What follows belongs to an exercise in optimizing a design on an open flow for small area, a short achievable clock period and few clock cycles; a production flow would make more cautious choices.
RTL that was checked went through simulation tests only; none was proved equivalent to the original.
Power and IR drop assume default switching activity.

==> inputs of run P <==
## fixed_point_alu
module fixed_point_alu (
    clk,
    rst,
    start,
    done,
    op,
    a,
    b,
    result
);
export LEC_CHECK = 0
export ABC_AREA = 0
export CAP_MARGIN = 20
export CORE_MARGIN = 2
export CORE_UTILIZATION = 40
export SETUP_SLACK_MARGIN = 1.5
export SLEW_MARGIN = 20
create_clock -name core_clock -period 7.0 [get_ports {clk}]
run.sh (not shown) runs the stock make flow with config.mk's settings and CLKGATE_MAP_FILE= SYNTH_SCRIPT=/design/flow/synth_recipe.tcl, a recipe that flattens the netlist after the stock synthesis.
==> inputs of run B, as changes to run P <==
==> flow/flow/run.sh (new file) <==
#!/bin/bash
# Standard layout, but the port buffers are plain buffers instead of the
# delay cells buffer_ports picks by default.
cp standard.sh standard_sh_copy.txt
export BUFFER_PORTS_ARGS="-buffer_cell sky130_fd_sc_hd__buf_1"
bash standard.sh > standard.log 2>&1
==> flow/standard.sh (new file) <==
#!/bin/bash
# synth_recipe.tcl (not shown) runs the flow's synth.tcl, then flattens the netlist and writes it again
# the make line also repeats each setting of config.mk as NAME=value (left out here)
make -C /OpenROAD-flow-scripts/flow DESIGN_CONFIG=/design/flow/config.mk WORK_HOME=/design/flow/orfs CLKGATE_MAP_FILE= SYNTH_SCRIPT=/design/flow/synth_recipe.tcl "${@:-finish}"
- ABC_AREA: 0 -> 1
removed: flow/run.sh
==> inputs of run M, as changes to run P <==
==> flow/flow/run.sh (new file) <==
#!/bin/bash
# Standard layout, but the port buffers are plain buffers instead of the
# delay cells buffer_ports picks by default.
cp standard.sh standard_sh_copy.txt
export BUFFER_PORTS_ARGS="-buffer_cell sky130_fd_sc_hd__buf_2"
bash standard.sh > standard.log 2>&1
==> flow/standard.sh (new file) <==
#!/bin/bash
# synth_recipe.tcl (not shown) runs the flow's synth.tcl, then flattens the netlist and writes it again
# the make line also repeats each setting of config.mk as NAME=value (left out here)
make -C /OpenROAD-flow-scripts/flow DESIGN_CONFIG=/design/flow/config.mk WORK_HOME=/design/flow/orfs CLKGATE_MAP_FILE= SYNTH_SCRIPT=/design/flow/synth_recipe.tcl "${@:-finish}"
- ABC_AREA: 0 -> 1
- SETUP_SLACK_MARGIN: 1.5 -> not set
removed: flow/run.sh
==> comparison table <==
Setup slack of the worst register-to-register path: run M 0.62 ns; run P 1.47 ns; run B 1.56 ns
Number of global-route vias before repair: run M 14480; run P 13902; run B 15015
Vias after detailed routing: run M 15408; run P 14823; run B 15905
Net switching component of the power: run M 2.69 mW; run P 2.69 mW; run B 2.84 mW
Worst slew margin relative to its limit: run M 31.9%; run P 41.2%; run B 27.7%
Critical Path Sink: run M acc[11]$_SDFFCE_PP0P_; run P acc[17]$_SDFFCE_PP0P_; run B acc[9]$_SDFFCE_PP0P_
Power attributed to combinational cells: run M 3.57 mW; run P 3.97 mW; run B 3.96 mW
Placeable core region: run M 0.0343 mm2; run P 0.0334 mm2; run B 0.0343 mm2
Placed Instance Area: run M 0.0147 mm2; run P 0.0147 mm2; run B 0.0146 mm2
Req. time, crit path: run M 7.12 ns; run P 7.09 ns; run B 7.12 ns
Post-placement cell count: run M 2581; run P 2180; run B 2581
Result of the run: run M no timing/DRC/antenna violations; run P no timing/DRC/antenna violations; run B no timing/DRC/antenna violations
Post-synthesis compound-gate area fraction: run M 21.0%; run P 28.9%; run B 21.0%
Number of multi-input combinational cells in the layout: run M 1654; run P 1418; run B 1654
Total area of sequential cells: run M 0.00226 mm2; run P 0.00226 mm2; run B 0.00227 mm2
Average routed wire per standard cell: run M 23.5 um; run P 26.5 um; run B 23.0 um
Proportion of final cell area spent on non-clock buffers: run M 4.85%; run P 10.5%; run B 7.76%
Logic pwr share: run M 73.5%; run P 75.7%; run B 75.6%
Fin nets: run M 2328; run P 1992; run B 2392
Slowest stage cell on the critical path: run M fa_1; run P edfxtp_1; run B edfxtp_1
Testbench counts of run P, summed over its fixed seeds: cycles 48,035.
Testbench counts of run B, summed over its fixed seeds: cycles 48,035.
Testbench counts of run M, summed over its fixed seeds: cycles 48,035.

---

==> inputs of try-harbor <==
==> flow/design.v <==
module fixed_point_add #(
    parameter N = 20
) (
    input  [N - 1:0] x,
    input  [N - 1:0] y,
    input            ci,
    output [N - 1:0] s,
    output           co
);
wire [N - 1:0] p0 = x ^ y;
wire [N - 1:0] g0 = x & y;
reg [N - 1:0] g, p;
integer i, k;
always @(*) begin
    g    = g0;
    p    = p0;
    g[0] = g0[0] | (p0[0] & ci);
    for (k = 1; k < N; k = k * 2)
        for (i = 0; i < N; i = i + 1)
            if ((i / k) % 2 == 1) begin
                g[i] = g[i] | (p[i] & g[(i / k) * k - 1]);
                p[i] = p[i] & p[(i / k) * k - 1];
            end
end
assign s  = p0 ^ {g[N - 2:0], ci};
assign co = g[N - 1];
endmodule
module fixed_point_sub;
endmodule
module fixed_point_mul;
endmodule
module fixed_point_div;
endmodule
module fixed_point_pow;
endmodule
module fixed_point_alu (
    clk,
    rst,
    start,
    done,
    op,
    a,
    b,
    result
);
parameter INTEGER_PART_WIDTH    = 11;
parameter FRACTIONAL_PART_WIDTH = 8;
localparam W = 19;
input clk;
input rst;
input  start;
output done;
input [2:0] op;
input signed [W - 1:0] a;
input signed [W - 1:0] b;
output reg signed [W - 1:0] result;
localparam [W - 1:0] MAXV = 19'h3ffff;
localparam [W - 1:0] MINV = 19'h40000;
localparam M_MUL  = 2'd0;
localparam M_DIV0 = 2'd1;
localparam M_DIV  = 2'd2;
reg        busy;
reg [1:0]  mode;
reg [3:0]  icnt;       
reg [10:0] pcnt;       
reg        neg;        
reg        short;      
reg        prev;       
reg [19:0] sh;         
reg [20:0] acc;        
assign done = !busy;
wire go = start && !busy;
wire [W:0] as_sum;
wire       as_co;
fixed_point_add #(.N(W + 1)) as_add (
    .x  ({a[W - 1], a}),
    .y  ({b[W - 1], b} ^ {(W + 1){op[0]}}),
    .ci (op[0]),
    .s  (as_sum),
    .co (as_co)
);
wire [W - 1:0] as_res = (as_sum[W] != as_sum[W - 1]) ? (as_sum[W] ? MINV : MAXV) : as_sum[W - 1:0];
wire a_small = (a[18:11] == {8{a[18]}});
wire b_small = (b[18:11] == {8{b[18]}});
wire m_swap  = b_small && !a_small;
function [21:0] brow;
    input [2:0]  bits;
    input [18:0] m;
    reg one, two, ng;
    reg [20:0] mm, x;
    begin
        one  = bits[0] ^ bits[1];
        two  = (bits == 3'b011) | (bits == 3'b100);
        ng   = bits[2] & ~(bits[1] & bits[0]);
        mm   = {{2{m[18]}}, m};
        x    = ({21{one}} & mm) | ({21{two}} & {mm[19:0], 1'b0});
        brow = {x[20] ^ ng, x ^ {21{ng}}};
    end
endfunction
wire [2:0]  bd0 = {sh[1:0], prev};
wire [2:0]  bd1 = sh[3:1];
wire        n0  = bd0[2] & ~(bd0[1] & bd0[0]);
wire        n1  = bd1[2] & ~(bd1[1] & bd1[0]);
wire [21:0] pr0 = brow(bd0, result);
wire [21:0] pr1 = brow(bd1, result);
wire [24:0] x0 = {{4{acc[20]}}, acc};
wire [24:0] x1 = {{3{pr0[21]}}, pr0};
wire [24:0] x2 = {pr1[21], pr1, n1, n1};
wire [24:0] cs_s = x0 ^ x1 ^ x2;
wire [24:0] cs_c = {(x0[23:0] & x1[23:0]) | (x0[23:0] & x2[23:0]) | (x1[23:0] & x2[23:0]), n0};
wire [24:0] msum;
wire        m_co;
fixed_point_add #(.N(25)) m_add (
    .x  (cs_s),
    .y  (cs_c),
    .ci (n1),
    .s  (msum),
    .co (m_co)
);
wire [20:0] acc_n = msum[24:4];
wire [19:0] sh_n  = {msum[3:0], sh[19:4]};
wire m_fit_l = (acc_n[20:6]  == {15{acc_n[20]}});
wire m_fit_s = (acc_n[20:14] == {7{acc_n[20]}});
wire [W - 1:0] m_raw = short ? {acc_n[14:0], sh_n[19:16]} : {acc_n[6:0], sh_n[19:8]};
wire           m_fit = short ? m_fit_s : m_fit_l;
wire [W - 1:0] m_res = m_fit ? m_raw : (acc_n[20] ? MINV : MAXV);
function [20:0] rinit;
    input n;
    rinit = {13'd0, ~n, {7{n}}};
endfunction
function [18:0] vabs;
    input [18:0] v;
    reg   [18:0] o;
    integer i;
    begin
        o[0] = 1'b0;
        for (i = 1; i < 19; i = i + 1) o[i] = o[i - 1] | v[i - 1];
        vabs = v[18] ? v ^ o : v;
    end
endfunction
wire [18:0] da = result;
wire [18:0] db = sh[18:0];
reg  [18:0] db_sm;     
integer k;
always @(*) begin
    db_sm[18] = db[18];
    for (k = 17; k >= 0; k = k - 1) db_sm[k] = db_sm[k + 1] | db[k];
end
function le;
    input integer c;
    le = ((c >= 0 ? (da >> c) : (da << -c)) & ~db_sm) == 0;
endfunction
wire d_ovf = (db == 0) || !le(10);   
wire d_z   = le(-9);                 
wire d_l6  = le(-3);                 
wire d_l12 = le(3);                  
wire [26:0] nd = {da, 8'd0};
wire [18:0] t0 = {acc[17:0], result[18]};
wire [18:0] s0;
wire        q1;
fixed_point_add #(.N(19)) d_sub0 (.x(t0), .y(~db), .ci(1'b1), .s(s0), .co(q1));
wire [17:0] r0 = q1 ? s0[17:0] : t0[17:0];
wire [18:0] t1 = {r0, result[17]};
wire [18:0] s1;
wire        q0;
fixed_point_add #(.N(19)) d_sub1 (.x(t1), .y(~db), .ci(1'b1), .s(s1), .co(q0));
wire [17:0] r1 = q0 ? s1[17:0] : t1[17:0];
wire [16:0] qh = result[16:0];
reg  [16:0] qh_or;
always @(*) begin
    qh_or[0] = 1'b0;
    for (k = 1; k < 17; k = k + 1) qh_or[k] = qh_or[k - 1] | qh[k - 1];
end
wire        q_lo_or = q1 | q0;
wire [16:0] qh_neg  = qh ^ (qh_or | {17{q_lo_or}});
wire [W - 1:0] d_res = qh[16] ? (neg ? MINV : MAXV) :
                       neg ? {q_lo_or | (|qh), qh_neg[15:0], q1 ^ q0, q0} : {1'b0, qh[15:0], q1, q0};
always @(posedge clk) begin
    if (rst) begin
        busy   <= 1'b0;
        result <= 0;
    end else if (go) begin
        case (op)
            3'd0, 3'd1: result <= as_res;
            3'd2: begin
                result <= m_swap ? a : b;
                sh     <= m_swap ? {b[W - 1], b} : {a[W - 1], a};
                short  <= a_small | b_small;
                prev   <= 1'b0;
                acc    <= rinit(a[W - 1] ^ b[W - 1]);
                icnt   <= (a_small | b_small) ? 4'd2 : 4'd4;
                pcnt   <= 11'd0;
                mode   <= M_MUL;
                busy   <= 1'b1;
            end
            3'd3: begin
                result <= vabs(a);
                sh     <= {1'b0, vabs(b)};
                neg    <= a[W - 1] ^ b[W - 1];
                mode   <= M_DIV0;
                busy   <= 1'b1;
            end
            default: begin
                result <= (b[18:8] == 0) ? 19'h00100 : a;
                sh     <= {a[W - 1], a};
                short  <= a_small;
                prev   <= 1'b0;
                acc    <= rinit(1'b0);
                icnt   <= a_small ? 4'd2 : 4'd4;
                pcnt   <= b[18:8] - 11'd2;
                mode   <= M_MUL;
                busy   <= (b[18:9] != 0);
            end
        endcase
    end else if (busy) begin
        case (mode)
            M_MUL: begin
                if (icnt == 0) begin
                    result <= m_res;
                    if (pcnt == 0) begin
                        busy <= 1'b0;
                    end else begin
                        pcnt <= pcnt - 1;
                        sh   <= {a[W - 1], a};
                        prev <= 1'b0;
                        acc  <= rinit(a[W - 1] ^ m_res[W - 1]);
                        icnt <= short ? 4'd2 : 4'd4;
                    end
                end else begin
                    acc  <= acc_n;
                    sh   <= sh_n;
                    prev <= sh[3];
                    icnt <= icnt - 1;
                end
            end
            M_DIV0: begin
                mode <= M_DIV;
                if (d_ovf) begin
                    result <= neg ? MINV : MAXV;
                    busy   <= 1'b0;
                end else if (d_z) begin
                    result <= 0;
                    busy   <= 1'b0;
                end else if (d_l6) begin
                    acc    <= nd >> 6;
                    result <= {nd[5:0], 13'd0};
                    icnt   <= 4'd2;
                end else if (d_l12) begin
                    acc    <= nd >> 12;
                    result <= {nd[11:0], 7'd0};
                    icnt   <= 4'd5;
                end else begin
                    acc    <= nd >> 20;
                    result <= nd[19:1];
                    icnt   <= 4'd9;
                end
            end
            default: begin
                acc[17:0] <= r1;
                if (icnt == 0) begin
                    result <= d_res;
                    busy   <= 1'b0;
                end else begin
                    result <= {result[16:0], q1, q0};
                    icnt   <= icnt - 1;
                end
            end
        endcase
    end
end
endmodule
==> flow/run.sh <==
#!/bin/bash
# synth_recipe.tcl (not shown) runs the flow's synth.tcl, then flattens the netlist and writes it again
# the make line also repeats each setting of config.mk as NAME=value (left out here)
make -C /OpenROAD-flow-scripts/flow DESIGN_CONFIG=/design/flow/config.mk WORK_HOME=/design/flow/orfs CLKGATE_MAP_FILE= SYNTH_SCRIPT=/design/flow/synth_recipe.tcl finish
==> flow/config.mk <==
export PLATFORM = sky130hd
export DESIGN_NAME = fixed_point_alu
export DESIGN_NICKNAME = fixed_point_alu
export VERILOG_FILES = /design/flow/design.v
export SDC_FILE = /design/flow/constraint.sdc
export NUM_CORES = 4
export LEC_CHECK = 0
export ABC_AREA = 1
export CAP_MARGIN = 20
export CORE_MARGIN = 2
export CORE_UTILIZATION = 40
export SETUP_SLACK_MARGIN = 3
export SLEW_MARGIN = 20
==> flow/constraint.sdc <==
create_clock -name core_clock -period 7.0 [get_ports {clk}]
set_input_delay 1.4000 -clock core_clock [delete_from_list [all_inputs] [get_ports {clk}]]
set_output_delay 1.4000 -clock core_clock [all_outputs]
set_load 0.01 [all_outputs]
==> try-amber (differences from try-harbor) <==
==> flow/design.v, changed modules only <==
module fixed_point_add #(
    parameter N = 20
) (
    input  [N - 1:0] x,
    input  [N - 1:0] y,
    input            ci,
    output [N - 1:0] s,
    output [N - 1:0] c,
    output           co
);
wire [N - 1:0] p0 = x ^ y;
wire [N - 1:0] g0 = x & y;
reg [N - 1:0] g, p;
integer i, k;
always @(*) begin
    g    = g0;
    p    = p0;
    g[0] = g0[0] | (p0[0] & ci);
    for (k = 1; k < N; k = k * 2)
        for (i = 0; i < N; i = i + 1)
            if ((i / k) % 2 == 1) begin
                g[i] = g[i] | (p[i] & g[(i / k) * k - 1]);
                p[i] = p[i] & p[(i / k) * k - 1];
            end
end
assign c  = {g[N - 2:0], ci};
assign s  = p0 ^ c;
assign co = g[N - 1];
endmodule
module fixed_point_alu (
    clk,
    rst,
    start,
    done,
    op,
    a,
    b,
    result
);
parameter INTEGER_PART_WIDTH    = 11;
parameter FRACTIONAL_PART_WIDTH = 8;
localparam W = 19;
input clk;
input rst;
input  start;
output done;
input [2:0] op;
input signed [W - 1:0] a;
input signed [W - 1:0] b;
output reg signed [W - 1:0] result;
localparam [W - 1:0] MAXV = 19'h3ffff;
localparam [W - 1:0] MINV = 19'h40000;
localparam M_MUL  = 2'd0;
localparam M_DIV0 = 2'd1;
localparam M_DIV  = 2'd2;
reg        busy;
reg [1:0]  mode;
reg [3:0]  icnt;       
reg [10:0] pcnt;       
reg        neg;        
reg        dsb;        
reg        short;      
reg        prev;       
reg [19:0] sh;         
reg [20:0] acc;        
assign done = !busy;
wire go = start && !busy;
wire       as_div = op[1] & op[0];
wire [W:0] as_sum;
wire [W:0] as_c;
wire       as_co;
fixed_point_add #(.N(W + 1)) as_add (
    .x  (as_div ? {(W + 1){1'b0}} : {a[W - 1], a}),
    .y  (as_div ? {1'b0, a ^ {W{a[W - 1]}}} : ({b[W - 1], b} ^ {(W + 1){op[0]}})),
    .ci (as_div ? a[W - 1] : op[0]),
    .s  (as_sum),
    .c  (as_c),
    .co (as_co)
);
wire [W - 1:0] as_res = (as_sum[W] != as_sum[W - 1]) ? (as_sum[W] ? MINV : MAXV) : as_sum[W - 1:0];
wire a_small = (a[18:11] == {8{a[18]}});
wire b_small = (b[18:11] == {8{b[18]}});
wire m_swap  = b_small && !a_small;
function [21:0] brow;
    input [2:0]  bits;
    input [18:0] m;
    reg one, two, ng;
    reg [20:0] mm, x;
    begin
        one  = bits[0] ^ bits[1];
        two  = (bits == 3'b011) | (bits == 3'b100);
        ng   = bits[2] & ~(bits[1] & bits[0]);
        mm   = {{2{m[18]}}, m};
        x    = ({21{one}} & mm) | ({21{two}} & {mm[19:0], 1'b0});
        brow = {x[20] ^ ng, x ^ {21{ng}}};
    end
endfunction
wire [2:0]  bd0 = {sh[1:0], prev};
wire [2:0]  bd1 = sh[3:1];
wire        n0  = bd0[2] & ~(bd0[1] & bd0[0]);
wire        n1  = bd1[2] & ~(bd1[1] & bd1[0]);
wire [21:0] pr0 = brow(bd0, result);
wire [21:0] pr1 = brow(bd1, result);
wire [24:0] x0 = {{4{acc[20]}}, acc};
wire [24:0] x1 = {{3{pr0[21]}}, pr0};
wire [24:0] x2 = {pr1[21], pr1, n1, n1};
wire [24:0] cs_s = x0 ^ x1 ^ x2;
wire [24:0] cs_c = {(x0[23:0] & x1[23:0]) | (x0[23:0] & x2[23:0]) | (x1[23:0] & x2[23:0]), n0};
wire [24:0] msum;
wire [24:0] m_c;
wire        m_co;
fixed_point_add #(.N(25)) m_add (
    .x  (cs_s),
    .y  (cs_c),
    .ci (n1),
    .s  (msum),
    .c  (m_c),
    .co (m_co)
);
wire [20:0] acc_n = msum[24:4];
wire [19:0] sh_n  = {msum[3:0], sh[19:4]};
wire [24:0] m_p  = cs_s ^ cs_c;
wire [24:0] m_z  = ~(m_p[24:0] ^ {cs_s[23:0] | cs_c[23:0], 1'b0});
wire [24:0] m_o  = ~(m_p[24:0] ^ ~{cs_s[23:0] & cs_c[23:0], 1'b1});
wire m_fit_l = ((&m_z[24:11]) & ~(m_p[10] ^ m_c[10])) | ((&m_o[24:11]) & (m_p[10] ^ m_c[10]));
wire m_fit_s = ((&m_z[24:19]) & ~(m_p[18] ^ m_c[18])) | ((&m_o[24:19]) & (m_p[18] ^ m_c[18]));
wire [W - 1:0] m_raw = short ? {acc_n[14:0], sh_n[19:16]} : {acc_n[6:0], sh_n[19:8]};
wire           m_fit = short ? m_fit_s : m_fit_l;
wire [W - 1:0] m_res = m_fit ? m_raw : (acc_n[20] ? MINV : MAXV);
function [20:0] rinit;
    input n;
    rinit = {13'd0, ~n, {7{n}}};
endfunction
wire [18:0] da = result;
wire [18:0] bl = ~sh[18:0];
reg  [18:0] bl_sm;     
integer k;
always @(*) begin
    bl_sm[18] = bl[18];
    for (k = 17; k >= 0; k = k - 1) bl_sm[k] = bl_sm[k + 1] | bl[k];
end
wire [18:0] b_sm = (dsb && (bl == bl_sm)) ? {bl_sm[17:0], 1'b1} : bl_sm;
function le;
    input integer c;
    le = ((c >= 0 ? (da >> c) : (da << -c)) & ~b_sm) == 0;
endfunction
wire d_ovf = ((bl == 0) && !dsb) || !le(10);   
wire d_z   = le(-9);                           
wire d_l7  = le(-2);                           
wire d_l13 = le(4);                            
wire [26:0] nd = {da, 8'd0};
wire [18:0] t0 = {acc[17:0], result[18]};
wire [18:0] s0, c0;
wire        q1;
fixed_point_add #(.N(19)) d_sub0 (.x(t0), .y(sh[18:0]), .ci(~dsb), .s(s0), .c(c0), .co(q1));
wire [17:0] r0 = q1 ? s0[17:0] : t0[17:0];
wire [18:0] t1 = {r0, result[17]};
wire [18:0] s1, c1;
wire        q0;
fixed_point_add #(.N(19)) d_sub1 (.x(t1), .y(sh[18:0]), .ci(~dsb), .s(s1), .c(c1), .co(q0));
wire [17:0] r1 = q0 ? s1[17:0] : t1[17:0];
wire [16:0] qh = result[16:0];
reg  [16:0] qh_or;     
always @(*) begin
    qh_or[0] = 1'b0;
    for (k = 1; k < 17; k = k + 1) qh_or[k] = qh_or[k - 1] | qh[k - 1];
end
wire [16:0] qh_neg = qh ^ (qh_or | {17{q1}});
wire        q_any  = qh_or[16] | qh[16] | q1;
wire [W - 1:0] d_res = result[17] ? (neg ? MINV : MAXV) :
                       neg ? {q_any, qh_neg, q1} : {1'b0, qh, q1};
always @(posedge clk) begin
    if (rst) begin
        busy   <= 1'b0;
        result <= 0;
    end else if (go) begin
        case (op)
            3'd0, 3'd1: result <= as_res;
            3'd2: begin
                result <= m_swap ? a : b;
                sh     <= m_swap ? {b[W - 1], b} : {a[W - 1], a};
                short  <= a_small | b_small;
                prev   <= 1'b0;
                acc    <= rinit(a[W - 1] ^ b[W - 1]);
                icnt   <= (a_small | b_small) ? 4'd2 : 4'd4;
                pcnt   <= 11'd0;
                mode   <= M_MUL;
                busy   <= 1'b1;
            end
            3'd3: begin
                result <= as_sum[W - 1:0];
                sh     <= {1'b0, b ^ {W{~b[W - 1]}}};
                dsb    <= b[W - 1];
                neg    <= a[W - 1] ^ b[W - 1];
                mode   <= M_DIV0;
                busy   <= 1'b1;
            end
            default: begin
                result <= (b[18:8] == 0) ? 19'h00100 : a;
                sh     <= {a[W - 1], a};
                short  <= a_small;
                prev   <= 1'b0;
                acc    <= rinit(1'b0);
                icnt   <= a_small ? 4'd2 : 4'd4;
                pcnt   <= b[18:8] - 11'd2;
                mode   <= M_MUL;
                busy   <= (b[18:9] != 0);
            end
        endcase
    end else if (busy) begin
        case (mode)
            M_MUL: begin
                if (icnt == 0) begin
                    result <= m_res;
                    if (pcnt == 0) begin
                        busy <= 1'b0;
                    end else begin
                        pcnt <= pcnt - 1;
                        sh   <= {a[W - 1], a};
                        prev <= 1'b0;
                        acc  <= rinit(a[W - 1] ^ m_res[W - 1]);
                        icnt <= short ? 4'd2 : 4'd4;
                    end
                end else begin
                    acc  <= acc_n;
                    sh   <= sh_n;
                    prev <= sh[3];
                    icnt <= icnt - 1;
                end
            end
            M_DIV0: begin
                mode <= M_DIV;
                if (d_ovf) begin
                    result <= neg ? MINV : MAXV;
                    busy   <= 1'b0;
                end else if (d_z) begin
                    result <= 0;
                    busy   <= 1'b0;
                end else if (d_l7) begin
                    acc    <= nd >> 7;
                    result <= {nd[6:0], 12'd0};
                    icnt   <= 4'd3;
                end else if (d_l13) begin
                    acc    <= nd >> 13;
                    result <= {nd[12:0], 6'd0};
                    icnt   <= 4'd6;
                end else begin
                    acc    <= nd >> 19;
                    result <= nd[18:0];
                    icnt   <= 4'd9;
                end
            end
            default: begin
                acc[17:0] <= r1;
                if (icnt == 0) begin
                    result <= d_res;
                    busy   <= 1'b0;
                end else begin
                    result <= {result[16:0], q1, q0};
                    icnt   <= icnt - 1;
                end
            end
        endcase
    end
end
endmodule
SETUP_SLACK_MARGIN = 1.5   (was 3)
==> run notes <==
metric                                                                                  try-harbor                  try-amber
Outcome                                                                    complete, no violations    complete, no violations
PwrDens                                                                               323.7 mW/mm2               324.8 mW/mm2
Start point of the worst hold path                                                         icnt[0]                 result[16]
Clock Network Area Fraction                                                                 1.603%                     1.868%
Placed cells                                                                                 2,493                      2,579
Combinational gate power                                                                   4.53 mW                    3.96 mW
Sequential cell area fraction in the yosys report                                           16.33%                     16.36%
Met2 track demand over resource in global routing                                           55.74%                     54.88%
Leak                                                                                      7.866 nW                   7.361 nW
DRC violation total after the first TritonRoute iteration                                    1,889                      1,580
Actual slew at the worst max-slew pin                                                     994.0 ps                    1043 ps
Max VDD drop                                                                             0.2307 mV                  0.2375 mV
Area overhead of the layout relative to synthesis                                           29.61%                     15.80%
Synthesized cell area                                                                  0.01367 mm2                0.01383 mm2
Library cell contributing the largest single delay on the critical path  sky130_fd_sc_hd__a221oi_2  sky130_fd_sc_hd__edfxtp_1
Post-route cell area                                                                   0.01772 mm2                0.01601 mm2
Testbench counts of try-amber, summed over its fixed seeds: cycles 48,035.
Function not checked in try-harbor: the RTL went through the layout flow alone.

[port drivers added, routing unchanged]
The flow's constraints put no driver on any port. The routed layouts listed below were extracted and timed again, unchanged, in two steps.
Step 1 sets driving cells, clkbuf_16 on the clock port and buf_2 on the other inputs (assumed; they add their load-dependent delay and slew).
Step 2 adds t to the input delays and takes it off the output delays; t is the mean of the earliest and latest rising clock arrival at the registers after step 1. Input paths then give back, and output paths get back, about the clock's delay inside the block.
Three values: ideal ports, drivers, drivers and shift; two values: the first two.
| run | t, ns | setup WS [ns] | clock arrival spread, ns |
|---|---|---|---|
| run P | 0.415 | 1.475 / 1.475 / 1.289 | 0.015 / 0.015 |
| run B | 0.401 | 1.555 / 1.555 / 1.407 | 0.009 / 0.009 |
| run M | 0.410 | 0.622 / 0.622 / 0.622 | 0.015 / 0.015 |
| try-harbor | 0.413 | 1.222 / 1.222 / 1.222 | 0.011 / 0.011 |
| try-amber | 0.411 | 1.638 / 1.638 / 1.375 | 0.015 / 0.015 |
After both steps every run listed still meets setup and hold. The setup slack of try-amber, which loses most, moves by 0.000 ns with the drivers and by -0.263 ns with both steps.
